From an optimization exercise on the open Yosys and OpenROAD flow, aimed at small area and a short achievable clock period; shortcuts taken in it are not production practice. In this exercise RTL edits were held to simulation tests only and were not proved equivalent to the original. No activity file was given, so power comes from the tool's default toggle rates.

[flow/run.sh]
#!/bin/bash
# synth_recipe.tcl (not shown) runs the flow's synth.tcl, then flattens the netlist and writes it again
# the make line also repeats each setting of config.mk as NAME=value (left out here)
make -C /OpenROAD-flow-scripts/flow DESIGN_CONFIG=/design/flow/config.mk WORK_HOME=/design/flow/orfs CLKGATE_MAP_FILE= SYNTH_SCRIPT=/design/flow/synth_recipe.tcl finish
[flow/config.mk]
export PLATFORM = sky130hd
export DESIGN_NAME = fifo
export DESIGN_NICKNAME = fifo
export VERILOG_FILES = /design/flow/design.v
export SDC_FILE = /design/flow/constraint.sdc
export NUM_CORES = 4
export LEC_CHECK = 0
export CAP_MARGIN = 20
export CORE_MARGIN = 2
export CORE_UTILIZATION = 35
export SETUP_SLACK_MARGIN = 0.3
export SLEW_MARGIN = 20
[flow/constraint.sdc]
create_clock -name core_clock -period 6.0 [get_ports {clk}]
set_input_delay 1.2000 -clock core_clock [delete_from_list [all_inputs] [get_ports {clk}]]
set_output_delay 1.2000 -clock core_clock [all_outputs]
set_load 0.01 [all_outputs]
[flow/design.v]
module fifo(clk,res,wr_en,rd_en,wdata,rdata,empty,full,overflow,underflow);
	parameter WIDTH=32;
	parameter FIFO_SIZE=32;
	parameter PTR_WIDTH=$clog2(FIFO_SIZE);
	input clk,res,wr_en,rd_en;
	input [WIDTH-1:0]wdata;
	output reg empty,full,overflow,underflow;
	output reg[WIDTH-1:0]rdata;
	integer i;
	reg[WIDTH-1:0]mem[FIFO_SIZE-1:0];
	reg[PTR_WIDTH-1:0]wr_ptr,rd_ptr;
	reg wr_tg_f,rd_tg_f;
	always@(posedge clk) begin
		if(res==1) begin
			overflow=0;
			underflow=0;
			rdata=0;
			wr_ptr=0;
			rd_ptr=0;
			wr_tg_f=0;
			rd_tg_f=0;
			for(i=0;i<FIFO_SIZE;i=i+1) mem[i]=0;
		end
		else begin
			if(wr_en==1) begin
				if(full==1) overflow=1;
				else begin
					mem[wr_ptr]=wdata;
					if(wr_ptr==FIFO_SIZE-1) begin
						wr_ptr=0;
						wr_tg_f=~wr_tg_f;
					end
					else wr_ptr=wr_ptr+1;
				end
			end
			if(rd_en==1) begin
				if(empty==1) underflow=1;
				else begin
					rdata=mem[rd_ptr];
					if(rd_ptr==FIFO_SIZE-1) begin
						rd_ptr=0;
						rd_tg_f=~rd_tg_f;
					end
					else rd_ptr=rd_ptr+1;
				end
			end
		end
	end
	always@(*) begin
		if(wr_ptr==rd_ptr && wr_tg_f!=rd_tg_f)full=1;
		else full=0;
		if(wr_ptr==rd_ptr && wr_tg_f==rd_tg_f) empty=1;
		else empty=0;
	end
endmodule
==> results of run 1 <==
[path summary, 6_finish.rpt]
check / endpoint / slack [ns] / from
worst max-delay path: rdata[18] / 0.43 / wr_ptr[0]
worst min-delay path: mem[7][24] / 0.45 / mem[7][24]
worst max register to register: rdata[18] / 0.43 / wr_ptr[0]
worst min register to register: mem[7][24] / 0.45 / mem[7][24]
[state kept, by name, indices dropped and copies added, names as in the netlist]
register and count:
mem 1024, rdata 32, rd_ptr 5, wr_ptr 5, overflow 1, rd_tg_f 1
underflow 1, wr_tg_f 1
[report_power, final]
part           switching [mW]  internal, mW  total, mW
logic                    2.28          1.00       3.28
registers               0.248          7.49       7.74
clock network            3.18          4.24       7.42
[synth_stat cells (all sizes together), types with 16 or more instances]
cell type	instances
o2111ai	25
a31oi	64
or3	18
nor2	962
o221ai	35
a22oi	24
mux2i	651
nand3	80
o211ai	25
nand2	559
a211oi	16
nor3	149
or4	27
inv	23
o21ai	112
dfxtp	1070
nor4	87
buf	132
a21oi	435
o22ai	224
a22o	18
a221oi	22
clkbuf	392
nor2b	44
mux2	37
nand4	42
[repair_timing]
| action | in CTS | in global routing |
|---|---|---|
| setup endpoints to repair | 0 | 1 |
| resized for setup | 0 | 1 |
| hold buffers | 0 | 0 |
[cell families (layout without fill, tap and decap cells)]
group                    count (synthesis)  count (layout)  share of synthesized area, %
AND/OR/NAND/NOR                       2038            2038                          18.7
AO/OA/AOI/OAI                         1183            1183                          16.1
flip-flops                            1070            1070                          45.4
multiplexers                           688             688                          14.7
buffers and inverters                  547             606                          4.66
adder cells (fa/ha/maj)                 13              13                         0.345
XOR/XNOR                                 9               9                         0.167
other                                    0              12                             0
[layout make-up]
type | instances | area [um^2] | share of cell area [%]
Timing Repair Buffer | 374 | 3120 | 5.70
Multi-Input combinational cell | 3931 | 24100 | 43.9
Clock inverter | 30 | 408 | 0.744
Clock buffer | 179 | 3490 | 6.36
Inverter | 23 | 86.3 | 0.157
Sequential cell | 1070 | 21400 | 39.1
Tap cell | 1768 | 2210 | 4.03
Antenna cell | 12 | 30.0 | 0.0548
[worst max-delay path, cell delays in order (launching register included)]
cell,delay [ns]
dfxtp_1,0.38
ha_1,0.25
inv_1,0.18
nor2_1,0.12
ha_1,0.41
nor2_1,0.68
nand2_1,0.23
a21oi_4,0.73
nand2_2,0.66
buf_4,0.43
mux2i_1,0.23
o22ai_1,0.09
or4_1,0.57
nor3_1,0.38
a31oi_1,0.14
[per-stage QoR]
stage / util (%) / instance area, um^2 / setup WS (ns) / hold WS [ns]
after global routing: 41.0 / 54800 / 0.431 / 0.469
after detailed placement: 38.1 / 50900 / 0.476 / 0.447
after global placement: 38.0 / 50800 / 0.358 / 0.439
final: 41.0 / 54800 / 0.425 / 0.454
after floorplan: - / 47200 / 2.10 / 0.427
after CTS: 41.0 / 54800 / 0.521 / 0.455
[routing by layer]
layer,vias to the layer above,global-route usage [%]
li1,19500,-
met1,22900,46.9
met2,3490,51.2
met3,875,10.0
met4,12,25.5
met5,-,0
==> summary.txt, run 1 <==
Layout
  • Commonest cells after routing, fill and taps aside: dfxtp_1, nor2_1, mux2i_1
  • Nets: 5563
  • Commonest non-fill, non-tap cell in the layout: dfxtp_1
  • Layout cells sized above 1: 11.9%
  • Area Overhead vs Synth: 16.2%
  • Filler cells: 13400
  • Fin cells: 7387

STA
  • Sum of negative setup slack: 0 ns
  • RSZ-0062 raised after global routing: false
  • Slew of the pin with the lowest slew margin: 1.31 ns
  • F_max: 179 MHz
  • Worst slew margin: 12.4%
  • Setup violators final: 0
  • Clock period minus worst slack: 5.57 ns
  • Fin crit share: 92.9%
  • Max-slew violation count: 0
  • Clk_skew: 0.0853 ns
  • Fin. Hold Viols: 0

Logic synthesis
  • EDFF count, synth: 0
  • Mean Syn Cell Area: 8.51 um^2
  • Yosys reg bits: 1070
  • Synthesis Warnings: 2
  • Area contributors post-synth: dfxtp_1, mux2i_1, nor2_1, a21oi_1, nand2_1
  • Cell Area, Synth: 0.0472 mm^2
  • Syn_nets: 5597
  • Register area share after synthesis: 45.4%
  • Synth cell types: 90
  • Ys async rst share: 0%
  • Yosys top cell area share: 45.4%
  • Cell count after synthesis: 5548
  • Ys flop type: dfxtp_1
  • Synth area leader: dfxtp_1

Floorplan
  • I/O Pins: 72
  • Die Wd: 371 um
  • Die area: 0.138 mm^2
  • Num rows: 134
  • Core ar.: 0.134 mm^2
  • Die Span Y: 371 um
  • Initial core utilization: 35.3%

Drt
  • Routed via count: 46800
  • Initial DRC count: 7096
  • Drt total wl: 256 mm
  • Wire per inst: 34.7 um
  • Pre-antenna DRT Iters: 8
  • Met2 wire length: 104 mm
  • Vias per cell: 6.33
  • DRT antenna net count: 0
  • Met3 Routed Length: 32.2 mm
  • DR top layer: met5
  • Routed length on met1: 99.2 mm
  • Residual DRC: 0

Clock tree
  • Reg clk slew, reported paths: 0.06 ns
  • Clock tree sinks: 1070
  • TritonCTS clock tree: done
  • CTS Buf Count: 114
  • Post-CTS repair timing setup buffer count: 0
  • H-tree depth: 3
  • CTS max path bufs: 3
  • Root Driver: clkbuf_16
  • Clk Latency, worst-skew pair: 0.80 ns

Worst setup path
  • Crit Path Max Fanout: 18
  • CP startpoint kind: register
  • Worst r2r path cells: 14
  • CP Data Required Time: 6.63 ns
  • Setup CP Type: reg -> reg
  • WP data arrival: 6.20 ns
  • Worst setup EP type: register

GRT
  • Pin count of the biggest net entering global routing: 222
  • First-pass GRT wire length: 347 mm
  • Initial antenna violation count: 15
  • Gr usage total: 36.1%
  • Number of global-route vias before repair: 42400
  • Grt total ovfl: 0

Power
  • Power Density: 336 mW/mm^2
  • Final Total Pwr: 18.4 mW
  • Peak supply drop: 0.275 mV
  • Static Leak: 23.0 nW

Job
  • # Max-Cap Violations: 0

Min path
  • Worst Hold Class: reg -> reg
  • Hold depth: 2

Placement
  • Port Buffer Count: 71
  • Dpl hpwl: 169 mm
  • Routability Congestion: 1.07
  • Number of placed instances, taps included: 7166

Status
  • Outcome: finished clean
==> run 2, diff against run 1 <==
==> flow/design.v (replaced) <==
module fifo(clk,res,wr_en,rd_en,wdata,rdata,empty,full,overflow,underflow);
	parameter WIDTH=32;
	parameter FIFO_SIZE=32;
	parameter PTR_WIDTH=$clog2(FIFO_SIZE);
	input clk,res,wr_en,rd_en;
	input [WIDTH-1:0]wdata;
	output reg empty,full,overflow,underflow;
	output reg[WIDTH-1:0]rdata;
	reg[WIDTH-1:0]mem[FIFO_SIZE-1:0];
	reg[PTR_WIDTH-1:0]wr_ptr,rd_ptr;
	wire do_w = wr_en & ~full;
	wire do_r = rd_en & ~empty;
	wire [PTR_WIDTH-1:0] wr_inc = wr_ptr + 1'b1;
	wire [PTR_WIDTH-1:0] rd_inc = rd_ptr + 1'b1;
	always @(posedge clk)
		if (do_w) mem[wr_ptr] <= wdata;
	always @(posedge clk) begin
		if (res) begin
			wr_ptr <= 0;
			rd_ptr <= 0;
			empty <= 1'b1;
			full <= 1'b0;
			overflow <= 1'b0;
			underflow <= 1'b0;
			rdata <= 0;
		end else begin
			if (do_w) wr_ptr <= wr_inc;
			if (do_r) begin
				rd_ptr <= rd_inc;
				rdata <= mem[rd_ptr];
			end
			if (wr_en & full) overflow <= 1'b1;
			if (rd_en & empty) underflow <= 1'b1;
			if (do_w) empty <= 1'b0;
			else if (do_r) empty <= (rd_inc == wr_ptr);
			if (do_r) full <= 1'b0;
			else if (do_w) full <= (wr_inc == rd_ptr);
		end
	end
endmodule
==> run 2 against run 1 <==
Compared with the run above:
- synthesized area shrank 12%
- register-to-register slack gained 2.3 ns
- combinational power shrank 71%
- sequential cell count is the same
- maximum frequency grew 43%
- sequential share of layout area grew 27 points
- clock skew shrank 0.044 ns
- non-clock buffer count shrank 251
- total power shrank 14%
- cell area shrank 13%
- final cell count shrank 47%
- global-route usage shrank 19 points
- highest routed layer unchanged
==> summary.txt, run 2 <==
Status
  • Outcome: finished clean

Floorplan
  • Initial core utilization: 35.2% (-0.085 points)
  • I/O Pins: 72 (unchanged)
  • Core ar.: 0.118 mm^2 (-12%)
  • Die Wd: 348 um (-6.2%)
  • Die area: 0.121 mm^2 (-12%)
  • Num rows: 126 (-6.0%)
  • Die Span Y: 348 um (-6.2%)

Clock tree
  • H-tree depth: 3 (unchanged)
  • Root Driver: clkbuf_16
  • Reg clk slew, reported paths: 0.06 ns (about the same)
  • CTS Buf Count: 105 (-7.9%)
  • Post-CTS repair timing setup buffer count: 0 (unchanged)
  • Clock tree sinks: 1070 (unchanged)
  • Clk Latency, worst-skew pair: 0.70 ns (-0.10 ns)
  • CTS max path bufs: 3 (unchanged)
  • TritonCTS clock tree: done
  • Hold buffers post-CTS: 0 (unchanged)
  • Cts repair resizes: 0 (unchanged)

Logic synthesis
  • Synth top cells by count: edfxtp_1, mux2i_1, a22o_1
  • Most frequent cell after synthesis: edfxtp_1
  • Cell Area, Synth: 0.0415 mm^2 (-12%)
  • Ys flop type: edfxtp_1
  • EDFF count, synth: 1024 (+1024)
  • Mean Syn Cell Area: 19.0 um^2 (+120%)
  • Yosys reg bits: 1070 (unchanged)
  • Synth cell types: 40 (-56%)
  • Register area share after synthesis: 76.3% (+31 points)
  • Yosys top cell area share: 74.1% (+29 points)
  • Synthesis Warnings: 1 (-1)
  • Area contributors post-synth: edfxtp_1, mux2i_1, dfxtp_1, mux4_2, a22o_1
  • Ys async rst share: 0% (unchanged)
  • Synth area leader: edfxtp_1
  • Cell count after synthesis: 2187 (-61%)
  • Syn_nets: 2228 (-60%)

Worst setup path
  • WP data arrival: 4.19 ns (-2.01 ns)
  • Delay-heaviest family, CP: simple AND/OR/NAND/NOR gates
  • Worst setup EP type: register
  • Slowest cell on the critical path: nor2_4
  • Slowest stage delay, CP: 1.07 ns (+0.34 ns)
  • CP Data Required Time: 6.30 ns (-0.33 ns)
  • Crit Path Max Fanout: 32 (+14)
  • CP startpoint kind: primary input
  • Worst path bufs/invs: 1 (-1)
  • Worst-path cell chain: clkdlybuf4s50_1 -> nor2b_1 -> nand2_1 -> nor2_4
  • Setup CP Type: in -> reg

STA
  • Setup violators final: 0 (unchanged)
  • Max-slew violation count: 0 (unchanged)
  • Clock period minus worst slack: 3.89 ns (-1.68 ns)
  • Fin crit share: 64.9% (-28 points)
  • Fin. Hold Viols: 0 (unchanged)
  • Worst slew margin: 26.0% (+14 points)
  • Fin Hold WS: 0.471 ns (+0.0163 ns)
  • Clk_skew: 0.0409 ns (-0.0444 ns)
  • RSZ-0062 raised after global routing: false
  • F_max: 257 MHz (+43%)
  • Slew of the pin with the lowest slew margin: 1.11 ns (-0.198 ns)
  • Sum of negative setup slack: 0 ns (unchanged)

Layout
  • Commonest non-fill, non-tap cell in the layout: edfxtp_1
  • Nets: 2322 (-58%)
  • Area Overhead vs Synth: 14.8%
  • Filler cells: 10300 (-23%)
  • Max FFs per register: 1024 (unchanged)
  • Layout cells sized above 1: 14.4% (+2.4 points)
  • Commonest cells after routing, fill and taps aside: edfxtp_1, mux2i_1, clkbuf_16

Power
  • Power Density: 331 mW/mm^2 (-1.5%)
  • Final Total Pwr: 15.8 mW (-14%)
  • Static Leak: 14.4 nW (-37%)
  • Peak supply drop: 0.230 mV (-16%)

GRT
  • Grt total ovfl: 0 (unchanged)
  • First-pass GRT wire length: 149 mm (-57%)
  • Gr usage total: 17.0% (-19 points)
  • Initial antenna violation count: 5 (-10)
  • Pin count of the biggest net entering global routing: 82 (-63%)
  • Number of global-route vias before repair: 20700 (-51%)

Drt
  • Routed via count: 21000 (-55%)
  • Vias per cell: 5.37 (-15%)
  • DRT antenna net count: 0 (unchanged)
  • Drt total wl: 105 mm (-59%)
  • DR top layer: met5
  • Residual DRC: 0 (unchanged)
  • Routed length on met1: 45.2 mm (-54%)
  • Initial DRC count: 2229 (-69%)
  • Pre-antenna DRT Iters: 7 (-1)
  • Met2 wire length: 49.5 mm (-52%)
  • Met3 Routed Length: 8.27 mm (-74%)
  • Wire per inst: 27.0 um (-22%)

Placement
  • Dpl hpwl: 64.9 mm (-62%)
  • Routability Congestion: 0.804 (-25%)
  • Port Buffer Count: 71 (unchanged)

Job
  • # Max-Cap Violations: 0 (unchanged)

Min path
  • Worst Hold Class: reg -> reg
-- run 2: cell types whose count changed after synthesis, sizes merged, moves of 73 or more --
cell / previous run / this run
a21oi: 435 / 24
o22ai: 224 / 45
clkbuf: 392 / 62
nor2: 962 / 52
nand2: 559 / 42
mux2i: 651 / 437
nor4: 87 / 1
nand3: 80 / 7
o21ai: 112 / 0
edfxtp: 0 / 1024
nor3: 149 / 0
dfxtp: 1070 / 46
-- run 2: layer usage --
layer | GRT usage (%) | vias to the layer above
met2 | 27.0 | 761
met5 | 0 | -
met3 | 3.66 | 140
met1 | 23.7 | 10900
met4 | 4.59 | 4
li1 | - | 9149
-- run 2: final cells by class --
class	instances	area, um^2	share of cell area (%)
flip-flops and latches	1070	31700	66.5
inverters	3	11.3	0.0236
diodes	1	2.50	0.00526
clock buffers	139	2850	5.98
well taps	1536	1920	4.04
multi-input cells	978	9240	19.4
repair buffers	123	1310	2.75
clock inverters	58	608	1.28
-- run 2: per-stage QoR --
step	worst slack, ns	cells	utilization, %	cell area, um^2
after detailed placement	1.34	3698	37.3	43900
after global placement	1.41	3694	37.2	43800
after global routing	1.96	3907	40.4	47600
after floorplan	2.32	2187	-	41500
after CTS	2.08	3895	40.2	47300
final	2.11	3908	40.4	47600
-- run 2: worst paths after layout --
| path | from | end | slack, ns | cells past startpoint |
|---|---|---|---|---|
| setup reg to reg | rd_ptr[0] | rdata[3] | 2.69 | 6 |
| hold reg to reg | rdata[7] | rdata[7] | 0.47 | 2 |
| setup / recovery | wr_en | mem[17][26] | 2.11 | 4 |
| hold / removal | rdata[7] | rdata[7] | 0.47 | 2 |
-- run 2: worst register-to-register path, delay by kind of cell, from the launching register on --
kind / cells / cell delay (ns)
buffers and inverters: 1 / 0.77
multiplexers: 1 / 0.20
AO/OA/AOI/OAI: 4 / 1.48
flip-flops: 1 / 0.77
-- run 2: cell families (layout without fill, tap and decap cells) --
group           Yosys count  after routing  share of synthesized area [%]
flops                  1070           1070                           76.3
mux                     475            475                           12.6
compound gates          342            342                           6.97
simple gates            139            139                           1.52
buf+inv                 139            323                           2.08
xor+xnor                 17             17                          0.359
fa+ha+maj                 5              5                          0.151
other cells               0              1                              0
-- run 2: power by group --
group | switching [mW] | internal [mW]
logic | 0.597 | 0.338
clock network | 2.75 | 3.78
registers | 0.0518 | 8.26
total | 3.40 | 12.4
==> run 3, diff against run 2 <==
--- a/flow/design.v
+++ b/flow/design.v
@@ -12,6 +12,26 @@
 	wire do_r = rd_en & ~empty;
 	wire [PTR_WIDTH-1:0] wr_inc = wr_ptr + 1'b1;
 	wire [PTR_WIDTH-1:0] rd_inc = rd_ptr + 1'b1;
+	wire [31:0] rd_sel = 32'd1 << rd_ptr;
+	wire [WIDTH-1:0] rd_word;
+	genvar b, g;
+	generate
+		for (b = 0; b < WIDTH; b = b + 1) begin : rbit
+			wire [10:0] n;
+			for (g = 0; g < 10; g = g + 1) begin : grp
+				fifo_aoi222 u (.a1(rd_sel[3*g]), .a2(mem[3*g][b]),
+				               .b1(rd_sel[3*g+1]), .b2(mem[3*g+1][b]),
+				               .c1(rd_sel[3*g+2]), .c2(mem[3*g+2][b]), .y(n[g]));
+			end
+			fifo_aoi22 u10 (.a1(rd_sel[30]), .a2(mem[30][b]),
+			                .b1(rd_sel[31]), .b2(mem[31][b]), .y(n[10]));
+			wire o0, o1, o2;
+			fifo_nand4 u11 (.a(n[0]), .b(n[1]), .c(n[2]), .d(n[3]), .y(o0));
+			fifo_nand4 u12 (.a(n[4]), .b(n[5]), .c(n[6]), .d(n[7]), .y(o1));
+			fifo_nand3 u13 (.a(n[8]), .b(n[9]), .c(n[10]), .y(o2));
+			assign rd_word[b] = o0 | o1 | o2;
+		end
+	endgenerate
 	always @(posedge clk)
 		if (do_w) mem[wr_ptr] <= wdata;
 	always @(posedge clk) begin
@@ -27,7 +47,7 @@
 			if (do_w) wr_ptr <= wr_inc;
 			if (do_r) begin
 				rd_ptr <= rd_inc;
-				rdata <= mem[rd_ptr];
+				rdata <= rd_word;
 			end
 			if (wr_en & full) overflow <= 1'b1;
 			if (rd_en & empty) underflow <= 1'b1;
@@ -38,3 +58,23 @@
 		end
 	end
 endmodule
+module fifo_aoi222(a1,a2,b1,b2,c1,c2,y);
+	input a1,a2,b1,b2,c1,c2;
+	output y;
+	assign y = ~((a1 & a2) | (b1 & b2) | (c1 & c2));
+endmodule
+module fifo_aoi22(a1,a2,b1,b2,y);
+	input a1,a2,b1,b2;
+	output y;
+	assign y = ~((a1 & a2) | (b1 & b2));
+endmodule
+module fifo_nand4(a,b,c,d,y);
+	input a,b,c,d;
+	output y;
+	assign y = ~(a & b & c & d);
+endmodule
+module fifo_nand3(a,b,c,y);
+	input a,b,c;
+	output y;
+	assign y = ~(a & b & c);
+endmodule
--- a/flow/config.mk
+++ b/flow/config.mk
@@ -7,6 +7,9 @@
 export LEC_CHECK = 0
 export CAP_MARGIN = 20
 export CORE_MARGIN = 2
-export CORE_UTILIZATION = 35
-export SETUP_SLACK_MARGIN = 0.3
+export CORE_UTILIZATION = 50
+export PLACE_DENSITY = 0.65
+export SETUP_SLACK_MARGIN = 3.3
 export SLEW_MARGIN = 20
+export SYNTH_HIERARCHICAL = 1
+export SYNTH_MINIMUM_KEEP_SIZE = 0
==> run 3 against run 2 <==
Compared with the run above:
- sequential cell count did not move
- non-clock buffer count rose by 84
- still clean
- maximum frequency is 38% higher
==> summary.txt, run 3 <==
Layout
  • Max FFs per register: 1024 (unchanged)
  • Layout cells sized above 1: 24.0% (+9.6 points)
  • Fin cells: 3187 (-18%)
  • Cell area after layout: 0.0452 mm^2 (-5.1%)
  • Commonest non-fill, non-tap cell in the layout: edfxtp_1
  • Area Overhead vs Synth: 21.2%
  • Commonest cells after routing, fill and taps aside: edfxtp_1, a222oi_1, clkbuf_16
  • Nets: 2179 (-6.2%)
  • Post-layout util: 61.0% (+21 points)

STA
  • RSZ-0062 raised after global routing: true
  • Slew of the pin with the lowest slew margin: 1.08 ns (-0.0263 ns)
  • Fin Hold WS: 0.464 ns (-0.00631 ns)
  • Max-slew violation count: 0 (unchanged)
  • Clk_skew: 0.0387 ns (-0.00218 ns)
  • F_max: 353 MHz (+38%)
  • Fin. Hold Viols: 0 (unchanged)
  • Final WS setup: 3.17 ns (+1.06 ns)
  • Worst slew margin: 27.7% (+1.8 points)
  • Setup violators final: 0 (unchanged)
  • Sum of negative setup slack: 0 ns (unchanged)
  • Fin crit share: 47.2% (-18 points)
  • Clock period minus worst slack: 2.83 ns (-1.06 ns)

Drt
  • Vias per cell: 6.93 (+29%)
  • Initial DRC count: 4346 (+95%)
  • DRT antenna net count: 0 (unchanged)
  • Drt total wl: 114 mm (+8.2%)
  • Pre-antenna DRT Iters: 9 (+2)
  • Wire per inst: 35.8 um (+33%)
  • Residual DRC: 0 (unchanged)
  • Routed via count: 22100 (+5.1%)

GRT
  • Number of global-route vias before repair: 21100 (+1.8%)
  • Initial antenna violation count: 3 (-2)
  • Gr usage total: 29.1% (+12 points)
  • Grt total ovfl: 0 (unchanged)
  • Met2 Use GR: 47.0% (+20 points)
  • Pin count of the biggest net entering global routing: 34 (-59%)
  • First-pass GRT wire length: 156 mm (+4.6%)
  • GR peak layer: met2
  • Met1 usage: 37.5% (+14 points)
  • M3 GR Usage: 5.21% (+1.5 points)

Placement
  • Dpl hpwl: 61.9 mm (-4.6%)
  • Routability Congestion: 0.934 (+16%)
  • Place WS: 1.44 ns (+0.0917 ns)
  • Port Buffer Count: 71 (unchanged)
  • DP Area: 0.0395 mm^2 (-9.9%)
  • Number of placed instances, taps included: 2835 (-23%)

Clock tree
  • CTS max path bufs: 3 (unchanged)
  • TritonCTS clock tree: done
  • Clk Latency, worst-skew pair: 0.68 ns (-0.02 ns)
  • Root Driver: clkbuf_16
  • Hold buffers post-CTS: 0 (unchanged)
  • Clock tree sinks: 1070 (unchanged)
  • CTS Buf Count: 103 (-1.9%)
  • H-tree depth: 3 (unchanged)
  • Reg clk slew, reported paths: 0.06 ns (about the same)

Worst setup path
  • CP startpoint kind: register
  • Slowest stage delay, CP: 0.73 ns (-0.34 ns)
  • Worst setup startpoint: rd_ptr[0]
  • Worst r2r path cells: 8 (+2)
  • Crit Path Max Fanout: 8 (-75%)
  • Worst Setup EP: rdata[17]
  • WP data arrival: 3.36 ns (-0.83 ns)
  • CP Data Required Time: 6.53 ns (+0.23 ns)
  • Cell mode on critical path: ha_4
  • Reg2reg start: rd_ptr[0]
  • Worst setup EP type: register
  • Reg2reg end: rdata[17]
  • Setup CP Type: reg -> reg
  • Worst-path cell chain: ha_4 -> ha_4 -> and3b_2 -> buf_12 -> a222oi_1 -> nand4_1 -> nor3_2 -> o21ai_0
  • Slowest cell on the critical path: a222oi_1
  • Worst R2R Setup Slack: 3.17 ns (+0.48 ns)

Logic synthesis
  • Mean Syn Cell Area: 20.8 um^2 (+9.4%)
  • Register area share after synthesis: 84.9% (+8.6 points)
  • Synthesis Warnings: 7 (+6)
  • EDFF count, synth: 1024 (unchanged)
  • Cell count after synthesis: 1796 (-18%)
  • Area contributors post-synth: edfxtp_1, a222oi_1, dfxtp_1, nand4_1, a22oi_2
  • Ys async rst share: 0% (unchanged)
  • Most frequent cell after synthesis: edfxtp_1
  • Yosys reg bits: 1070 (unchanged)
  • Yosys top cell area share: 82.5% (+8.4 points)
  • Synth top cells by count: edfxtp_1, a222oi_1, nor2_1
  • Ys flop type: edfxtp_1
  • Cell Area, Synth: 0.0373 mm^2 (-10%)
  • Synth area leader: edfxtp_1
  • Synth cell types: 37 (-7.5%)
  • Syn_nets: 1842 (-17%)

Floorplan
  • Die Span Y: 277 um (-20%)
  • Initial core utilization: 50.3% (+15 points)
  • I/O Pins: 72 (unchanged)
  • Die area: 0.0768 mm^2 (-37%)
  • Die Wd: 277 um (-20%)
  • Core ar.: 0.0741 mm^2 (-37%)
  • Num rows: 100 (-21%)

Power
  • Final Total Pwr: 15.4 mW (-2.6%)
  • Peak supply drop: 0.222 mV (-3.3%)
  • Power Density: 340 mW/mm^2 (+2.7%)
  • Static Leak: 14.2 nW (-1.9%)

Job
  • # Max-Cap Violations: 0 (unchanged)

Min path
  • Worst Hold Class: reg -> reg
  • Hold depth: 2 (unchanged)

Status
  • Outcome: finished clean
[run 3: kinds of logic (layout without fill, tap and decap cells)]
group                      Yosys count  count (layout)  share of synthesized area, %
other                                0               2                             0
buffers and inverters               23             402                         0.282
and+or+nand+nor                    282             323                          3.77
adders and majority gates           10              10                         0.336
xor gates and xnor gates            15              15                         0.352
AOI/OAI and AO/OA                  396             396                          10.3
DFF                               1070            1070                          84.9
[run 3: per-module statistics from Yosys, one instance, submodules excluded]
module | cells | times used | flops+latches
fifo_aoi222 | 1 | 320 | 0
fifo_nand4 | 1 | 64 | 0
fifo_nand3 | 1 | 32 | 0
fifo | 1348 | 1 | 1070
fifo_aoi22 | 1 | 32 | 0
[run 3: timing repair]
item | 4_1_cts | 5_1_grt
endpoints found under the hold margin | 0 | 0
gates resized for setup | 169 | 34
cloned | 38 | 6
setup endpoints to repair | 1092 | 158
pin swaps | 130 | 72
setup buffers | 110 | 8
[run 3: layer usage]
metal / up-vias / wire, um
met5: - / 13
met3: 275 / 13000
met4: 2 / 7270
met2: 1522 / 54700
met1: 11400 / 39200
li1: 8902 / -
[run 3: cell type report]
| cell class | instances | area [um^2] |
|---|---|---|
| timing repair buffer | 207 | 2150 |
| timing repair inverter | 1 | 7.51 |
| antenna | 2 | 5.00 |
| tap | 969 | 1210 |
| clock inverter | 69 | 733 |
| fill | 5079 | 28900 |
| multi-input combinational | 744 | 6690 |
| inverter | 6 | 26.3 |
| clock buffer | 119 | 2640 |
| sequential | 1070 | 31700 |
[run 3: report_power, final]
group          total [mW]  internal (mW)  switching [mW]
clock network        6.49           3.78            2.70
logic               0.591          0.143           0.449
registers            8.29           8.24          0.0411
total                15.4           12.2            3.19
[run 3: worst min path at each step]
stage	startpoint	endpoint	slack, ns
2_1_floorplan	rdata[26]	rdata[26]	0.47
3_3_place_gp	rdata[12]	rdata[12]	0.45
6_report	rdata[12]	rdata[12]	0.46
3_5_place_dp	rdata[15]	rdata[15]	0.46
4_1_cts	rdata[15]	rdata[15]	0.47
5_1_grt	rdata[19]	rdata[19]	0.49
[run 3: worst max-delay path, delay by kind of cell, from the launching register on]
kind	cells	cell delay, ns
buf+inv	1	0.18
fa+ha+maj	2	0.35
simple gates	3	0.95
flops	1	0.36
compound gates	2	0.84
==> run 4, diff against run 3 <==
==> flow/flow/run.sh (new file) <==
#!/bin/bash
# Standard synthesis, then the standard ORFS layout with the I/O port buffers
# made from sky130_fd_sc_hd__buf_2 instead of the tool's default pick (a delay cell).
set -euo pipefail
bash standard.sh synth > synth_make.log 2>&1
export BUFFER_PORTS_ARGS="-buffer_cell sky130_fd_sc_hd__buf_2"
bash standard.sh finish > layout_make.log 2>&1
==> flow/standard.sh (new file) <==
#!/bin/bash
# synth_recipe.tcl (not shown) runs the flow's synth.tcl, then flattens the netlist and writes it again
# the make line also repeats each setting of config.mk as NAME=value (left out here)
make -C /OpenROAD-flow-scripts/flow DESIGN_CONFIG=/design/flow/config.mk WORK_HOME=/design/flow/orfs CLKGATE_MAP_FILE= SYNTH_SCRIPT=/design/flow/synth_recipe.tcl "${@:-finish}"
removed: flow/run.sh
==> run 4 against run 3 <==
Compared with the run above:
- combinational power shrank 6.1%
- synthesized cell count unchanged
- global-route usage fell by 1.7 points
- largest cell class unchanged
- largest power group unchanged
- highest routed layer is now met4
==> summary.txt, run 4 <==
Logic synthesis
  • Register area share after synthesis: 84.9% (unchanged)
  • Cell Area, Synth: 0.0373 mm^2 (unchanged)
  • Syn_nets: 1842 (unchanged)
  • Cell count after synthesis: 1796 (unchanged)
  • Synth area leader: edfxtp_1
  • Synth cell types: 37 (unchanged)
  • Synth top cells by count: edfxtp_1, a222oi_1, nor2_1
  • Mean Syn Cell Area: 20.8 um^2 (unchanged)
  • Most frequent cell after synthesis: edfxtp_1
  • Ys flop type: edfxtp_1
  • EDFF count, synth: 1024 (unchanged)
  • Yosys top cell area share: 82.5% (unchanged)
  • Yosys reg bits: 1070 (unchanged)
  • Ys async rst share: 0% (unchanged)
  • Area contributors post-synth: edfxtp_1, a222oi_1, dfxtp_1, nand4_1, a22oi_2
  • Synthesis Warnings: 7 (unchanged)

Worst setup path
  • Slowest cell on the critical path: nor2_4
  • Setup CP Type: in -> reg
  • CP startpoint kind: primary input
  • Worst r2r path cells: 3 (-5)
  • Slowest stage delay, CP: 1.12 ns (+0.39 ns)
  • Reg2reg end: mem[10][24]
  • WP data arrival: 3.65 ns (+0.29 ns)
  • Worst-path cell chain: buf_2 -> nor2b_2 -> nand2_1 -> nor2_4
  • Worst setup startpoint: wr_en
  • Worst Setup EP: mem[10][24]
  • Reg2reg start: full
  • Worst R2R Setup Slack: 2.93 ns (-0.24 ns)
  • CP Data Required Time: 6.27 ns (-0.26 ns)
  • Worst setup EP type: register
  • Crit Path Max Fanout: 32 (+24)

Min path
  • Worst Hold Class: reg -> reg
  • Hold Startpoint: rdata[17]

GRT
  • Gr usage total: 27.4% (-1.7 points)
  • Pin count of the biggest net entering global routing: 34 (unchanged)
  • Number of global-route vias before repair: 20100 (-4.6%)
  • First-pass GRT wire length: 148 mm (-5.2%)
  • Initial antenna violation count: 3 (unchanged)
  • Grt total ovfl: 0 (unchanged)

Placement
  • DP Area: 0.0393 mm^2 (-0.60%)
  • Port Buffer Count: 71 (unchanged)
  • Number of placed instances, taps included: 2829 (-0.21%)
  • Dpl hpwl: 61.8 mm (-0.21%)
  • Routability Congestion: 0.949 (+1.6%)

STA
  • F_max: 295 MHz (-16%)
  • Worst slew margin: 18.4% (-9.3 points)
  • Clk_skew: 0.0336 ns (-0.00515 ns)
  • Max-slew violation count: 0 (unchanged)
  • Sum of negative setup slack: 0 ns (unchanged)
  • RSZ-0062 raised after global routing: true
  • Setup violators final: 0 (unchanged)
  • Clock period minus worst slack: 3.39 ns (+0.557 ns)
  • Fin Hold WS: 0.463 ns (-0.00130 ns)
  • Fin. Hold Viols: 0 (unchanged)
  • Fin crit share: 56.4% (+9.3 points)
  • Slew of the pin with the lowest slew margin: 1.22 ns (+0.137 ns)

Drt
  • DRT antenna net count: 0 (unchanged)
  • Residual DRC: 0 (unchanged)
  • Pre-antenna DRT Iters: 7 (-2)
  • Wire per inst: 35.6 um (-0.60%)
  • Vias per cell: 7.05 (+1.8%)
  • Initial DRC count: 4269 (-1.8%)
  • Routed via count: 22000 (-0.15%)
  • Drt total wl: 111 mm (-2.5%)

Layout
  • Fin cells: 3125 (-1.9%)
  • Area Overhead vs Synth: 18.5%
  • Commonest non-fill, non-tap cell in the layout: edfxtp_1
  • Cell area after layout: 0.0442 mm^2 (-2.3%)
  • Commonest cells after routing, fill and taps aside: edfxtp_1, a222oi_1, clkbuf_16
  • Nets: 2119 (-2.8%)
  • Filler cells: 5213 (+2.6%)
  • Max FFs per register: 1024 (unchanged)
  • Layout cells sized above 1: 22.4% (-1.6 points)

Clock tree
  • Clk Latency, worst-skew pair: 0.68 ns (about the same)
  • CTS max path bufs: 3 (unchanged)
  • TritonCTS clock tree: done
  • H-tree depth: 3 (unchanged)
  • Hold buffers post-CTS: 0 (unchanged)
  • CTS Buf Count: 102 (-0.97%)
  • Clock tree sinks: 1070 (unchanged)
  • Reg clk slew, reported paths: 0.06 ns (about the same)
  • Root Driver: clkbuf_16

Status
  • Outcome: finished clean

Floorplan
  • Core ar.: 0.0741 mm^2 (unchanged)
  • Num rows: 100 (unchanged)
  • Die area: 0.0768 mm^2 (unchanged)
  • Initial core utilization: 50.3% (unchanged)
  • Die Span Y: 277 um (unchanged)
  • Die Wd: 277 um (unchanged)
  • I/O Pins: 72 (unchanged)

Power
  • Final Total Pwr: 15.1 mW (-1.8%)
  • Static Leak: 13.7 nW (-3.4%)
  • Peak supply drop: 0.268 mV (+21%)
  • Power Density: 342 mW/mm^2 (+0.50%)

Job
  • # Max-Cap Violations: 0 (unchanged)
## run 4: logic make-up after synthesis
family,after synthesis,share of synthesized area (%)
flops,1070,84.9
compound gates,396,10.3
buf+inv,23,0.282
fa+ha+maj,10,0.336
simple gates,282,3.77
xor+xnor,15,0.352
## run 4: power by group
| group | internal [mW] | switching [mW] | leakage [nW] | total (mW) |
|---|---|---|---|---|
| logic | 0.122 | 0.432 | 2.49 | 0.555 |
| registers | 8.24 | 0.0385 | 9.60 | 8.28 |
| clock network | 3.58 | 2.68 | 1.59 | 6.26 |
## run 4: repair_timing
item	4_1_cts	5_1_grt
cloned	12	19
pin swaps	53	103
setup endpoints to repair	1056	897
gates resized for setup	62	60
buffers inserted	22	56
## run 4: worst min path at each step
stage	slack, ns	cells past startpoint	end
CTS	0.47	2	overflow
finish	0.46	2	rdata[17]
global placement	0.45	2	rdata[17]
floorplan	0.47	2	rdata[26]
detailed placement	0.46	2	overflow
global route	0.49	2	underflow
## run 4: routing by layer
layer / part of all wire, % / GRT usage (%) / wire [um]
met3: 12 / 4.77 / 13000
met1: 35 / 35.7 / 38400
met4: 5.0 / 11.9 / 5530
met5: 0 / 0 / 0
met2: 49 / 45.7 / 54300
## run 4: final cells by class
cell class                      instances  area, um^2  share of cell area [%]
Inverter                                6        30.0                  0.0680
Clock inverter                         58         529                    1.20
Tap cell                              969        1210                    2.75
Timing Repair inverter                  1        7.51                  0.0170
Antenna cell                            2        5.00                  0.0113
Sequential cell                      1070       31700                    71.8
Timing Repair Buffer                  163        1470                    3.33
Multi-Input combinational cell        729        6510                    14.7
Clock buffer                          127        2710                    6.13
## run 4: worst max-delay path, delay by kind of cell
| family | cells | cell delay [ns] |
|---|---|---|
| buf+inv | 1 | 0.11 |
| simple gates | 3 | 2.30 |
## run 4: per-stage QoR
step	setup slack, ns	utilization (%)
CTS	2.74	58.2
floorplan	2.99	-
finish	2.61	59.6
global placement	1.91	53.0
global route	2.63	59.6
detailed placement	1.87	53.0
## run 4: per-module statistics from Yosys, one instance, submodules excluded
module	cell area [um^2]	cells inside
fifo	33100	1348
fifo_aoi22	12.5	1
fifo_aoi222	10.0	1
fifo_nand3	5.00	1
fifo_nand4	6.26	1
==> run 5, diff against run 4 <==
--- a/flow/design.v
+++ b/flow/design.v
@@ -12,7 +12,7 @@
 	wire do_r = rd_en & ~empty;
 	wire [PTR_WIDTH-1:0] wr_inc = wr_ptr + 1'b1;
 	wire [PTR_WIDTH-1:0] rd_inc = rd_ptr + 1'b1;
-	wire [31:0] rd_sel = 32'd1 << rd_ptr;
+	reg [FIFO_SIZE-1:0] rd_sel;    
 	wire [WIDTH-1:0] rd_word;
 	genvar b, g;
 	generate
@@ -38,6 +38,7 @@
 		if (res) begin
 			wr_ptr <= 0;
 			rd_ptr <= 0;
+			rd_sel <= 1;
 			empty <= 1'b1;
 			full <= 1'b0;
 			overflow <= 1'b0;
@@ -47,6 +48,7 @@
 			if (do_w) wr_ptr <= wr_inc;
 			if (do_r) begin
 				rd_ptr <= rd_inc;
+				rd_sel <= {rd_sel[FIFO_SIZE-2:0], rd_sel[FIFO_SIZE-1]};
 				rdata <= rd_word;
 			end
 			if (wr_en & full) overflow <= 1'b1;
==> run 5 against run 4 <==
Compared with the run above:
- highest routed layer unchanged
- clock skew is 0.0089 ns higher
- still clean on timing, DRC and antenna
- final cell count increased by 0.16%
- utilization fell by 2.2 points
==> summary.txt, run 5 <==
STA
  • Worst slew margin: 19.5% (+1.1 points)
  • Fin. Hold Viols: 0 (unchanged)
  • Clk_skew: 0.0425 ns (+0.00889 ns)
  • Fin Hold WS: 0.473 ns (+0.0106 ns)
  • Max-slew violation count: 0 (unchanged)
  • F_max: 343 MHz (+16%)
  • Setup violators final: 0 (unchanged)
  • Final WS setup: 3.08 ns (+0.468 ns)
  • Sum of negative setup slack: 0 ns (unchanged)
  • Clock period minus worst slack: 2.92 ns (-0.468 ns)
  • RSZ-0062 raised after global routing: true
  • Slew of the pin with the lowest slew margin: 1.21 ns (-0.0134 ns)
  • Fin crit share: 48.6% (-7.8 points)

Logic synthesis
  • Synth top cells by count: edfxtp_1, a222oi_1, dfxtp_1
  • Area contributors post-synth: edfxtp_1, a222oi_1, dfxtp_1, nand4_1, a22oi_2
  • Yosys reg bits: 1102 (+3.0%)
  • Most frequent cell after synthesis: edfxtp_1
  • Cell Area, Synth: 0.0382 mm^2 (+2.5%)
  • Synthesis Warnings: 7 (unchanged)
  • Ys async rst share: 0% (unchanged)
  • Register area share after synthesis: 84.6% (-0.38 points)
  • Synth area leader: edfxtp_1
  • Ys flop type: edfxtp_1
  • Synth cell types: 31 (-16%)
  • Syn_nets: 1937 (+5.2%)
  • Yosys top cell area share: 80.5% (-2.0 points)
  • EDFF count, synth: 1024 (unchanged)
  • Mean Syn Cell Area: 20.2 um^2 (-2.9%)
  • Cell count after synthesis: 1896 (+5.6%)

Clock tree
  • Post-CTS repair timing setup buffer count: 0 (-100%)
  • Reg clk slew, reported paths: 0.06 ns (about the same)
  • H-tree depth: 3 (unchanged)
  • TritonCTS clock tree: done
  • CTS Buf Count: 106 (+3.9%)
  • Root Driver: clkbuf_16
  • Clk Latency, worst-skew pair: 0.69 ns (about the same)
  • CTS max path bufs: 3 (unchanged)
  • Clock tree sinks: 1102 (+3.0%)

Layout
  • Max FFs per register: 1024 (unchanged)
  • # diodes: 0 (-2)
  • Post-layout util: 57.4% (-2.2 points)
  • Filler cells: 5574 (+6.9%)
  • Area Overhead vs Synth: 14.0%
  • Nets: 2099 (-0.94%)
  • Commonest cells after routing, fill and taps aside: edfxtp_1, a222oi_1, clkbuf_16
  • Commonest non-fill, non-tap cell in the layout: edfxtp_1
  • Layout cells sized above 1: 16.0% (-6.4 points)

Worst setup path
  • Worst setup EP type: register
  • Worst R2R Setup Slack: 3.12 ns (+0.19 ns)
  • Worst r2r path cells: 2 (-1)
  • Reg2reg start: wr_ptr[3]
  • Slowest cell on the critical path: nor2_4
  • Reg2reg end: mem[25][27]
  • Setup CP Type: in -> reg
  • WP data arrival: 3.21 ns (-0.44 ns)
  • Worst-path cell chain: buf_2 -> nor2b_1 -> buf_4 -> nand2_2 -> nor2_4
  • CP startpoint kind: primary input
  • Crit Path Max Fanout: 32 (unchanged)
  • CP Data Required Time: 6.29 ns (+0.02 ns)
  • Slowest stage delay, CP: 1.00 ns (-0.12 ns)

GRT
  • Pin count of the biggest net entering global routing: 79 (+130%)
  • First-pass GRT wire length: 151 mm (+1.8%)
  • Gr usage total: 27.6% (+0.19 points)
  • Number of global-route vias before repair: 20000 (-0.48%)
  • Grt total ovfl: 0 (unchanged)
  • Initial antenna violation count: 3 (unchanged)

Drt
  • Vias per cell: 6.99 (-0.88%)
  • Pre-antenna DRT Iters: 8 (+1)
  • Initial DRC count: 4763 (+12%)
  • Residual DRC: 0 (unchanged)
  • DRT antenna net count: 0 (unchanged)
  • Drt total wl: 110 mm (-1.3%)
  • Wire per inst: 35.1 um (-1.5%)
  • Routed via count: 21900 (-0.73%)

Floorplan
  • Initial core utilization: 50.4% (+0.057 points)
  • I/O Pins: 72 (unchanged)
  • Core ar.: 0.0758 mm^2 (+2.4%)
  • Die area: 0.0786 mm^2 (+2.4%)
  • Die Wd: 280 um (+1.2%)
  • Die Span Y: 280 um (+1.2%)
  • Num rows: 101 (+1.0%)

Min path
  • Worst Hold Class: reg -> reg
  • Hold Path End: overflow
  • Hold depth: 2 (unchanged)
  • Hold Startpoint: overflow

Placement
  • Dpl hpwl: 64.0 mm (+3.6%)
  • Place WS: 2.52 ns (+0.646 ns)
  • Routability Congestion: 0.907 (-4.5%)
  • Port Buffer Count: 71 (unchanged)

Power
  • Static Leak: 13.3 nW (-2.8%)
  • Switching share of power: 21.3% (+0.42 points)
  • Switching power: 3.32 mW (+5.4%)
  • Combinational share of power: 3.5% (-0.2 points)
  • Peak supply drop: 0.239 mV (-11%)
  • Final Total Pwr: 15.6 mW (+3.3%)
  • Clk pwr share: 41.9% (+0.4 points)
  • Sequential share of power: 54.6% (-0.3 points)
  • Cell internal pwr: 12.3 mW (+2.8%)
  • Power Density: 358 mW/mm^2 (+4.8%)

Job
  • # Max-Cap Violations: 0 (unchanged)

Status
  • Outcome: finished clean
run 5: cell count changes in the layout (fill, tap and decap cells not counted), sizes merged, moves of 25 or more:
| cell | change |
|---|---|
| nand2 | +25 |
| nor4 | +32 |
| o21ai | -29 |
| buf | -81 |
| dfxtp | +32 |
| a21oi | +32 |
run 5: worst max-delay path by stage:
stage	start	end	slack, ns	depth (start not counted)
2_1_floorplan	wr_en	mem[24][0]	3.29	4
3_3_place_gp	wr_en	mem[8][9]	2.56	5
3_5_place_dp	wr_en	mem[1][7]	2.52	5
4_1_cts	wr_en	mem[1][31]	3.20	5
5_1_grt	wr_ptr[3]	mem[24][2]	3.04	2
6_report	wr_en	mem[22][14]	3.08	5
run 5: cells by family (layout without fill, tap and decap cells):
family,Yosys count,in the layout,synth area share (%)
flops,1102,1102,84.6
compound gates,398,398,10.1
simple gates,343,348,4.44
buf+inv,35,286,0.409
xor+xnor,13,13,0.347
fa+ha+maj,5,5,0.164
run 5: repair_timing:
| item | CTS | global route |
|---|---|---|
| resized for setup | 4 | 8 |
| hold buffers | 0 | 0 |
| setup endpoints to repair | 687 | 738 |
| pin swaps | 9 | 15 |
| cloned | 4 | 2 |
run 5: layout make-up:
type                       instances  area [um^2]  area share, %
clock buffer                     143         2900           6.66
clock inverter                    59          538           1.24
inverter                           4         18.8         0.0431
multi-input combinational        764         6070           13.9
sequential                      1102        32400           74.3
tap                              978         1220           2.81
timing repair buffer              79          422          0.969
timing repair inverter             1         7.51         0.0172
run 5: routing by layer:
layer	vias up	track usage [%]	wire length [um]
li1	8847	-	-
met1	11300	40.5	41400
met2	1602	41.5	49900
met3	181	4.65	14000
met4	0	11.1	4520
met5	-	0	0
run 5: power by group through the flow:
stage	Clock, mW	Combinational, mW	Sequential (mW)
finish	6.53	0.545	8.52
global route	6.87	0.557	8.52
CTS	6.58	0.533	8.52
detailed placement	0	0.530	8.68
global placement	0	0.517	8.68
floorplan	0	0.160	8.68
run 5: per-stage QoR:
step | cells | instance area [um^2]
3_3_place_gp | 2922 | 40000
5_1_grt | 3130 | 43500
2_1_floorplan | 1896 | 38500
4_1_cts | 3128 | 43500
6_report | 3130 | 43500
3_5_place_dp | 2922 | 40000
run 5: worst max-delay path: cells and delay by family:
kind | cells | cell delay, ns
buffers and inverters | 2 | 0.34
AND/OR/NAND/NOR | 3 | 1.63
run 5: Yosys stat by module, one instance, submodules excluded:
module / flip-flops and latches / times used / cells
fifo_nand3: 0 / 32 / 1
fifo: 1102 / 1 / 1448
fifo_aoi222: 0 / 320 / 1
fifo_nand4: 0 / 64 / 1
fifo_aoi22: 0 / 32 / 1
==> run 6, diff against run 5 <==
--- a/flow/design.v
+++ b/flow/design.v
@@ -2,29 +2,51 @@
 	parameter WIDTH=32;
 	parameter FIFO_SIZE=32;
 	parameter PTR_WIDTH=$clog2(FIFO_SIZE);
+	localparam HALF=WIDTH/2;
+	localparam NGO=8;             
 	input clk,res,wr_en,rd_en;
 	input [WIDTH-1:0]wdata;
 	output reg empty,full,overflow,underflow;
 	output reg[WIDTH-1:0]rdata;
-	reg[WIDTH-1:0]mem[FIFO_SIZE-1:0];
 	reg[PTR_WIDTH-1:0]wr_ptr,rd_ptr;
-	wire do_w = wr_en & ~full;
+	reg[FIFO_SIZE-1:0]rd_sel;     
 	wire do_r = rd_en & ~empty;
 	wire [PTR_WIDTH-1:0] wr_inc = wr_ptr + 1'b1;
 	wire [PTR_WIDTH-1:0] rd_inc = rd_ptr + 1'b1;
-	reg [FIFO_SIZE-1:0] rd_sel;    
+	wire [FIFO_SIZE-1:0] wr_dec = {{(FIFO_SIZE-1){1'b0}},1'b1} << wr_ptr;
+	wire [NGO-1:0] go;
+	wire do_w = go[0];
+	genvar b, g, k;
+	generate
+		for (g = 0; g < NGO; g = g + 1) begin : wgo
+			fifo_andn u (.a(wr_en), .b(full), .y(go[g]));
+		end
+	endgenerate
+	wire [WIDTH-1:0] word [FIFO_SIZE-1:0];
+	generate
+		for (k = 0; k < FIFO_SIZE; k = k + 1) begin : w
+			wire we_lo, we_hi;
+			fifo_and2 ul (.a(go[(2*k)%NGO]), .b(wr_dec[k]), .y(we_lo));
+			fifo_and2 uh (.a(go[(2*k+1)%NGO]), .b(wr_dec[k]), .y(we_hi));
+			reg [WIDTH-1:0] q;
+			always @(posedge clk) begin
+				if (we_lo) q[HALF-1:0] <= wdata[HALF-1:0];
+				if (we_hi) q[WIDTH-1:HALF] <= wdata[WIDTH-1:HALF];
+			end
+			assign word[k] = q;
+		end
+	endgenerate
 	wire [WIDTH-1:0] rd_word;
-	genvar b, g;
 	generate
 		for (b = 0; b < WIDTH; b = b + 1) begin : rbit
 			wire [10:0] n;
 			for (g = 0; g < 10; g = g + 1) begin : grp
-				fifo_aoi222 u (.a1(rd_sel[3*g]), .a2(mem[3*g][b]),
-				               .b1(rd_sel[3*g+1]), .b2(mem[3*g+1][b]),
-				               .c1(rd_sel[3*g+2]), .c2(mem[3*g+2][b]), .y(n[g]));
+				fifo_aoi222 u (.a1(rd_sel[3*g]), .a2(word[3*g][b]),
+				               .b1(rd_sel[3*g+1]), .b2(word[3*g+1][b]),
+				               .c1(rd_sel[3*g+2]), .c2(word[3*g+2][b]), .y(n[g]));
 			end
-			fifo_aoi22 u10 (.a1(rd_sel[30]), .a2(mem[30][b]),
-			                .b1(rd_sel[31]), .b2(mem[31][b]), .y(n[10]));
+			fifo_aoi22 u10 (.a1(rd_sel[30]), .a2(word[30][b]),
+			                .b1(rd_sel[31]), .b2(word[31][b]), .y(n[10]));
 			wire o0, o1, o2;
 			fifo_nand4 u11 (.a(n[0]), .b(n[1]), .c(n[2]), .d(n[3]), .y(o0));
 			fifo_nand4 u12 (.a(n[4]), .b(n[5]), .c(n[6]), .d(n[7]), .y(o1));
@@ -32,8 +54,6 @@
 			assign rd_word[b] = o0 | o1 | o2;
 		end
 	endgenerate
-	always @(posedge clk)
-		if (do_w) mem[wr_ptr] <= wdata;
 	always @(posedge clk) begin
 		if (res) begin
 			wr_ptr <= 0;
@@ -60,6 +80,16 @@
 		end
 	end
 endmodule
+module fifo_andn(a,b,y);
+	input a,b;
+	output y;
+	assign y = a & ~b;
+endmodule
+module fifo_and2(a,b,y);
+	input a,b;
+	output y;
+	assign y = a & b;
+endmodule
 module fifo_aoi222(a1,a2,b1,b2,c1,c2,y);
 	input a1,a2,b1,b2,c1,c2;
 	output y;
--- a/flow/config.mk
+++ b/flow/config.mk
@@ -8,6 +8,8 @@
 export CAP_MARGIN = 20
 export CORE_MARGIN = 2
 export CORE_UTILIZATION = 50
+export CTS_CLUSTER_DIAMETER = 100
+export CTS_CLUSTER_SIZE = 30
 export PLACE_DENSITY = 0.65
 export SETUP_SLACK_MARGIN = 3.3
 export SLEW_MARGIN = 20
==> run 6 against run 5 <==
Compared with the run above:
- sequential share of layout area is 3.1 points higher
- die area is 1.3% higher
- hold slack better by 0.016 ns
- critical endpoint is now rdata[7]
- sequential cell count stayed put
- sequential power hardly changed
- non-clock buffer count is 23 higher
- first-iteration DRC count is 8.7% lower
- critical path type is now reg -> reg
==> summary.txt, run 6 <==
Placement
  • Dpl hpwl: 62.0 mm (-3.1%)
  • Place WS: 2.93 ns (+0.408 ns)
  • Routability Congestion: 0.881 (-2.9%)
  • Number of placed instances, taps included: 3068 (+5.0%)
  • Port Buffer Count: 71 (unchanged)

Drt
  • Drt total wl: 98.5 mm (-10%)
  • Vias per cell: 6.74 (-3.6%)
  • Residual DRC: 0 (unchanged)
  • Wire per inst: 31.3 um (-11%)
  • Pre-antenna DRT Iters: 10 (+2)
  • DRT antenna net count: 0 (unchanged)
  • Routed via count: 21200 (-3.1%)
  • Initial DRC count: 4349 (-8.7%)

Worst setup path
  • CP startpoint kind: register
  • Slowest cell on the critical path: a222oi_1
  • CP Data Required Time: 6.47 ns (+0.18 ns)
  • Crit Path Max Fanout: 18 (-44%)
  • WP data arrival: 3.23 ns (+0.02 ns)
  • Worst setup EP type: register
  • Worst-path cell chain: buf_4 -> a222oi_1 -> nand4_1 -> nor4_1 -> nor3_1
  • Setup CP Type: reg -> reg
  • Slowest stage delay, CP: 0.71 ns (-0.29 ns)

Power
  • Power Density: 300 mW/mm^2 (-16%)
  • Static Leak: 12.6 nW (-5.1%)
  • Peak supply drop: 0.207 mV (-13%)

Logic synthesis
  • Mean Syn Cell Area: 19.8 um^2 (-1.8%)
  • Area contributors post-synth: edfxtp_1, a222oi_1, dfxtp_1, nand4_1, and2_1
  • Register area share after synthesis: 83.4% (-1.1 points)
  • Synthesis Warnings: 7 (unchanged)
  • Most frequent cell after synthesis: edfxtp_1
  • Cell count after synthesis: 1957 (+3.2%)
  • Synth cell types: 38 (+23%)
  • Cell Area, Synth: 0.0387 mm^2 (+1.4%)
  • Synth top cells by count: edfxtp_1, a222oi_1, dfxtp_1
  • Yosys reg bits: 1102 (unchanged)
  • Synth area leader: edfxtp_1
  • Ys flop type: edfxtp_1
  • Yosys top cell area share: 79.4% (-1.1 points)
  • Ys async rst share: 0% (unchanged)
  • EDFF count, synth: 1024 (unchanged)
  • Syn_nets: 2000 (+3.3%)

Floorplan
  • Die Span Y: 282 um (+0.67%)
  • Initial core utilization: 50.2% (-0.15 points)
  • Die Wd: 282 um (+0.67%)
  • Num rows: 102 (+0.99%)
  • I/O Pins: 72 (unchanged)
  • Die area: 0.0797 mm^2 (+1.3%)
  • Core ar.: 0.0771 mm^2 (+1.7%)

GRT
  • Gr usage total: 24.5% (-3.1 points)
  • Grt total ovfl: 0 (unchanged)
  • First-pass GRT wire length: 140 mm (-7.3%)
  • Number of global-route vias before repair: 19800 (-1.3%)
  • Pin count of the biggest net entering global routing: 79 (unchanged)
  • Initial antenna violation count: 4 (+1)

STA
  • F_max: 363 MHz (+5.9%)
  • Fin crit share: 46.0% (-2.7 points)
  • Setup violators final: 0 (unchanged)
  • Fin. Hold Viols: 0 (unchanged)
  • Worst slew margin: 25.0% (+5.5 points)
  • Clock period minus worst slack: 2.76 ns (-0.161 ns)
  • Final WS setup: 3.24 ns (+0.161 ns)
  • RSZ-0062 raised after global routing: true
  • Clk_skew: 0.0256 ns (-0.0169 ns)
  • Sum of negative setup slack: 0 ns (unchanged)
  • Max-slew violation count: 0 (unchanged)
  • Slew of the pin with the lowest slew margin: 1.13 ns (-0.0827 ns)

Clock tree
  • Reg clk slew, reported paths: 0.11 ns (+0.05 ns)
  • CTS max path bufs: 3 (unchanged)
  • Clock tree sinks: 1102 (unchanged)
  • Root Driver: clkbuf_16
  • Post-CTS repair timing setup buffer count: 0 (unchanged)
  • TritonCTS clock tree: done
  • Clk Latency, worst-skew pair: 0.61 ns (-0.08 ns)
  • CTS Buf Count: 42 (-60%)
  • H-tree depth: 2 (-1)
  • Hold buffers post-CTS: 0 (unchanged)

Layout
  • Commonest non-fill, non-tap cell in the layout: edfxtp_1
  • Commonest cells after routing, fill and taps aside: edfxtp_1, a222oi_1, nand2_1
  • Filler cells: 5955 (+6.8%)
  • Nets: 2115 (+0.76%)
  • Layout cells sized above 1: 9.79% (-6.2 points)
  • Area Overhead vs Synth: 7.79%
  • Max FFs per register: 1024 (unchanged)
  • Fin cells: 3147 (+0.54%)

Status
  • Outcome: finished clean

Min path
  • Worst Hold Class: reg -> reg

Job
  • # Max-Cap Violations: 0 (unchanged)
run 6: cell types whose count changed after synthesis, sizes merged, moves of 3 or more:
| cell | before | now |
|---|---|---|
| nor3b | 0 | 3 |
| and3b | 0 | 5 |
| or3b | 4 | 0 |
| nor2 | 77 | 68 |
| and2 | 0 | 65 |
| nor2b | 2 | 9 |
run 6: power by group:
| part | internal [mW] | switching, mW |
|---|---|---|
| registers | 8.47 | 0.0453 |
| logic | 0.0954 | 0.351 |
| clock network | 1.44 | 2.14 |
| total | 10.0 | 2.54 |
run 6: cell families after synthesis:
logic type	count (synthesis)	share of synthesized area, %
AO/OA/AOI/OAI	394	9.87
AND/OR/NAND/NOR	403	5.60
multiplexers	1	0.0258
buffers and inverters	35	0.498
adder cells (fa/ha/maj)	7	0.226
flip-flops	1102	83.4
XOR/XNOR	15	0.339
run 6: Yosys stat by module, one instance, submodules excluded:
module	cells	copies in the design
fifo	1437	1
fifo_andn	1	8
fifo_aoi22	1	32
fifo_aoi222	1	320
fifo_and2	1	64
fifo_nand4	1	64
fifo_nand3	1	32
run 6: per-layer routing:
metal | part of all wire (%) | global-route usage (%) | vias up
li1 | - | - | 8855
met1 | 40 | 36.6 | 11000
met2 | 48 | 38.9 | 1279
met3 | 10 | 2.97 | 90
met4 | 2.0 | 5.59 | 0
met5 | 0 | 0 | -
run 6: cell type report:
class / instances / area (um^2) / share of cell area [%]
inverters: 4 / 15.0 / 0.0360
multi-input cells: 820 / 6260 / 15.0
diodes: 2 / 5.00 / 0.0120
flip-flops and latches: 1102 / 32300 / 77.4
clock inverters: 1 / 8.76 / 0.0210
repair buffers: 102 / 591 / 1.41
well taps: 1040 / 1300 / 3.12
clock buffers: 76 / 1240 / 2.98
run 6: worst paths after layout:
| check | from | end | slack (ns) | cells past startpoint |
|---|---|---|---|---|
| hold / removal | underflow | underflow | 0.49 | 2 |
| hold reg to reg | underflow | underflow | 0.49 | 2 |
| setup reg to reg | rd_sel[14] | rdata[7] | 3.24 | 5 |
| setup / recovery | rd_sel[14] | rdata[7] | 3.24 | 5 |
run 6: critical path: cells and delay by family, from the launching register on:
family	cells	cell delay (ns)
and+or+nand+nor	3	0.98
AOI/OAI and AO/OA	1	0.71
DFF	1	0.59
buffers and inverters	1	0.35
run 6: repair_timing:
| item | in CTS | in global routing |
|---|---|---|
| pin swaps | 0 | 4 |
| endpoints found under the setup margin | 3 | 90 |
| gates resized for setup | 3 | 9 |
run 6: stage by stage:
stage | power (mW) | instance area (um^2) | hold slack (ns) | util [%]
after global routing | 12.9 | 41700 | 0.515 | 54.1
after detailed placement | 9.14 | 40500 | 0.474 | 52.5
after global placement | 9.12 | 40500 | 0.461 | 52.5
after floorplan | 8.85 | 38700 | 0.478 | -
final | 12.5 | 41700 | 0.489 | 54.2
after CTS | 12.6 | 41700 | 0.497 | 54.1

separate check: timing with driven ports:
Ports are ideal in the flow. The routed layouts listed here were re-timed in OpenROAD.
Step 1 sets driving cells, clkbuf_16 on the clock port and buf_2 on the other inputs (assumed; they add their load-dependent delay and slew).
Step 2 moves the port delays by t, midway between the first and last clock arrival at a register: inputs arrive t later, outputs are due t later. That takes back most of the time a late clock gives input paths.
Three values: ideal, step 1, step 2; two values: the first two.
| run | t, ns | setup WS [ns] | worst register clock-pin slew, ns | cell pins on the clock port's net |
|---|---|---|---|---|
| run 1 | 0.844 | 0.425 / 0.425 / 0.364 | 0.07 / 0.07 | 1 |
| run 2 | 0.749 | 2.106 / 2.150 / 1.401 | 0.06 / 0.06 | 1 |
| run 3 | 0.722 | 3.170 / 3.170 / 2.633 | 0.07 / 0.07 | 1 |
| run 4 | 0.737 | 2.613 / 2.661 / 1.924 | 0.07 / 0.07 | 1 |
| run 5 | 0.726 | 3.081 / 3.112 / 2.385 | 0.07 / 0.07 | 1 |
| run 6 | 0.666 | 3.242 / 3.242 / 2.890 | 0.11 / 0.11 | 1 |
After both steps every run listed still meets setup and hold. The setup slack of run 2, which loses most, moves by +0.044 ns with the drivers and by -0.705 ns with both steps.
